Background: an optimization exercise with open tools, aiming at small area, a short achievable clock period and few clock cycles. Do not read the settings as production practice.
Only simulation tests tie the RTL to the original design; equivalence was not proved.
Power is estimated from default activity; no workload was simulated.

// CPU
module CPU (input clk, rst,
            input ld_we, input [4:0] ld_addr, input [7:0] ld_data,
            output st_valid, output [4:0] st_addr, output [7:0] st_data);
  reg [7:0] mem [0:31];
  reg [7:0] stk [0:31];
  reg [4:0] pc, pc1;            
  reg       e_pop;              
  reg       e_jz;               
  reg       e_add, e_sub, e_and;
  reg       r_dn, r_up;         
  reg       t_md, t_nmd, t_s1, t_ns1, t_alu, t_nalu, t_ns0, t_s0;   
  reg       u_ns0, u_alu;       
  reg [4:0] ra;                 
  reg       wen;
  reg [4:0] wa;
  reg [7:0] wd;
  wire [7:0] s0 = stk[0];
  wire [7:0] s1 = stk[1];
  wire [7:0] s2 = stk[2];
  wire taken = e_jz & (s0 == 8'd0);
  assign st_valid = e_pop;
  assign st_addr  = wa;
  assign st_data  = wd;
  always @(posedge clk) begin
    if (wen)
      mem[wa] <= wd;
  end
  wire [7:0] fe = mem[{pc1[4:1], 1'b0}];
  wire [7:0] fodd = mem[{pc[4:1], 1'b1}];
  wire [7:0] f0 = pc[0] ? fodd : fe;
  wire [7:0] f1 = pc[0] ? fe : fodd;
  wire hit0 = wen & (wa == pc);
  wire hit1 = wen & (wa == pc1);
  wire [2:0] o0 = f0[7:5];
  wire [2:0] o1 = f1[7:5];
  wire [4:0] a0 = f0[4:0];
  wire [4:0] a1 = f1[4:0];
  wire i0_push = o0 == 3'b100;
  wire i0_pop  = o0 == 3'b101;
  wire i0_not  = o0 == 3'b011;
  wire i0_alu  = ~o0[2] & ~(o0[1] & o0[0]);
  wire i0_jmp  = o0 == 3'b110;
  wire i0_jz   = o0 == 3'b111;
  wire i1_push = o1 == 3'b100;
  wire i1_not  = o1 == 3'b011;
  wire i1_jmp  = o1 == 3'b110;
  wire i1_pop  = o1 == 3'b101;
  wire i1_alu  = ~o1[2] & ~(o1[1] & o1[0]);
  wire hz   = (i0_pop & (a0[4:3] == pc1[4:3])) | hit1;
  wire x0   = i0_pop | i0_alu | i0_not;
  wire p_j  = ~i0_jmp & i1_jmp & ~hz;          
  wire p_p  = x0 & i1_push & ~hz;              
  wire p_n  = (x0 | i0_push) & i1_not & ~hz;   
  ...
Size in the first run: about 2500 cells after synthesis, ~560 flip-flops.
clock: 10.0 ns
lec_check: 0
abc_clock_period_in_ps: 2800
cap_margin: 20
core_margin: 2
core_utilization: 60
cts_buf_list: sky130_fd_sc_hd__clkbuf_4 sky130_fd_sc_hd__clkbuf_8
cts_cluster_diameter: 50
cts_cluster_size: 20
place_density: 0.7
slew_margin: 20
setup_slack_margin: 6.8
tns_end_percent: 5
buffer_ports_args: -buffer_cell sky130_fd_sc_hd__buf_4
standard.sh (not shown) runs the stock make flow with config.mk's settings and CLKGATE_MAP_FILE= SYNTH_SCRIPT=/design/flow/synth_recipe.tcl, a recipe that flattens the netlist after the stock synthesis.
==> flow/flow/run.sh <==
#!/bin/bash
# Standard ORFS layout (the standard.sh, unchanged synthesis), with extra
# settings appended to config.mk: repair_timing aims for a tighter setup slack,
# and the port buffers are plain buffers.
set -e
cat flow/extra.mk >> config.mk
bash standard.sh > standard.log 2>&1
==> flow/flow/extra.mk <==
export SETUP_SLACK_MARGIN = 6.8
export TNS_END_PERCENT = 5
export BUFFER_PORTS_ARGS = -buffer_cell sky130_fd_sc_hd__buf_4
The baseline went through all stages and came out clean.
Testbench counts at the start, summed over its fixed seeds: cycles 14,781.
Edit:
CTS_BUF_LIST = sky130_fd_sc_hd__clkbuf_8 sky130_fd_sc_hd__clkbuf_16   (was sky130_fd_sc_hd__clkbuf_4 sky130_fd_sc_hd__clkbuf_8)
CTS_CLUSTER_DIAMETER = 60   (was 50)
CTS_CLUSTER_SIZE = 30   (was 20)
PLACE_DENSITY = 0.8   (was 0.7)
The new run finished with timing, DRC and antenna clean; total power goes up by 1.4%; first-iteration DRC count goes up by 15%; clock skew goes down by 3.1 ps; critical path depth goes down by 2; count of clock-buffer cells in the layout goes down by 16; setup slack is worse by 160 ps; wire length goes up by 3.9%.
Edit:
==> flow/flow/extra.mk (replaced) <==
export SETUP_SLACK_MARGIN = 7.0
export TNS_END_PERCENT = 20
export BUFFER_PORTS_ARGS = -buffer_cell sky130_fd_sc_hd__buf_4
PLACE_DENSITY = 0.7   (was 0.8)
SETUP_SLACK_MARGIN = 7.0   (was 6.8)
TNS_END_PERCENT = 20   (was 5)
Clock-buffer cell count went up by 5. Worst setup slack gains 130 ps. Total power increases slightly. Cell area increases slightly. Synthesized cell count does not change. Sequential share of layout area drops by 0.71 points.
Edit:
==> flow/flow/extra.mk (replaced) <==
export SETUP_SLACK_MARGIN = 6.8
export TNS_END_PERCENT = 5
export BUFFER_PORTS_ARGS = -buffer_cell sky130_fd_sc_hd__buf_4
CORE_UTILIZATION = 55   (was 60)
PLACE_DENSITY = 0.65   (was 0.7)
SETUP_SLACK_MARGIN = 6.8   (was 7.0)
TNS_END_PERCENT = 5   (was 20)
Effect: Register-to-register slack improves by 40 ps. Clock power climbs by about 5%. Fmax rose by 0.54%. Global-route usage shrinks by 4.7 points. Clock skew grows by 9.5 ps. Worst hold slack hardly moves. Non-clock buffer count goes up by 3. Count of clock-buffer cells in the layout is higher by 8. Sequential power barely changes.
Edit:
ABC_AREA = 1   (was not set)
ABC_CLOCK_PERIOD_IN_PS = not set   (was 2800)
CORE_UTILIZATION = 60   (was 55)
PLACE_DENSITY = 0.7   (was 0.65)
The changed run produced a clean layout.
Wire length increases by 22%.
Global-route usage went up by 6.9 points.
Clock power is lower by about 7%.
Worst setup slack improves by 6.5 ps.
Count of clock-buffer cells in the layout goes down by 7.
Final area went up by 0.95%.
Edit:
==> flow/flow/extra.mk (replaced) <==
export SETUP_SLACK_MARGIN = 6.5
export TNS_END_PERCENT = 20
export BUFFER_PORTS_ARGS = -buffer_cell sky130_fd_sc_hd__buf_4
ABC_AREA = not set   (was 1)
ABC_CLOCK_PERIOD_IN_PS = 2800   (was not set)
SETUP_SLACK_MARGIN = 6.5   (was 6.8)
TNS_END_PERCENT = 20   (was 5)
What happened: Cell count goes down by about a fifth; die area goes down by a few percent; count of clock-buffer cells in the layout goes down by 1; synthesized area goes down by a few percent; setup slack is worse by 240 ps; routed wire length goes down by about a fifth; sequential power goes up by a little under a tenth; clock power hardly moves; core utilization goes down by 0.30 points; first-iteration DRC count goes down by roughly a tenth.

-- port drivers added, routing unchanged --
No port has a modelled driver above. Below, the same layouts with a new extraction and two added sets of constraints. Step 1 (the two cells are an assumption about what drives the block):
set clk [get_ports {clk}]
set_driving_cell -lib_cell sky130_fd_sc_hd__clkbuf_16 $clk
set_driving_cell -lib_cell sky130_fd_sc_hd__buf_2 [delete_from_list [all_inputs] $clk]
Step 2 also shifts input and output timing later by t, the mid clock arrival at the registers, as if the neighbouring blocks saw the same clock. a / b / c = no drivers / after step 1 / after step 2; a / b = the first two.
run	t, ns	setup WS [ns]	worst setup path after step 2	latest minus earliest clock arrival (ns)	worst slew at a driven data input, ns
the first run	0.739	6.633 / 6.613 / 6.251	input, reset recovery	0.052 / 0.052	0.05
the second run	0.657	6.469 / 6.469 / 6.301	input, reset recovery	0.051 / 0.051	0.06
the third run	0.655	6.602 / 6.602 / 6.336	input, reset recovery	0.026 / 0.027	0.05
the fourth run	0.660	6.620 / 6.555 / 6.321	input, reset recovery	0.036 / 0.036	0.06
the fifth run	0.652	6.626 / 6.626 / 6.446	input to register	0.030 / 0.030	0.07
the sixth run	0.652	6.391 / 6.330 / 6.258	input, reset recovery	0.028 / 0.028	0.04
After both steps every run listed still meets setup and hold. The setup slack of the first run, which loses most, moves by -0.020 ns with the drivers and by -0.382 ns with both steps. The worst setup slack also covers recovery checks on asynchronous resets.
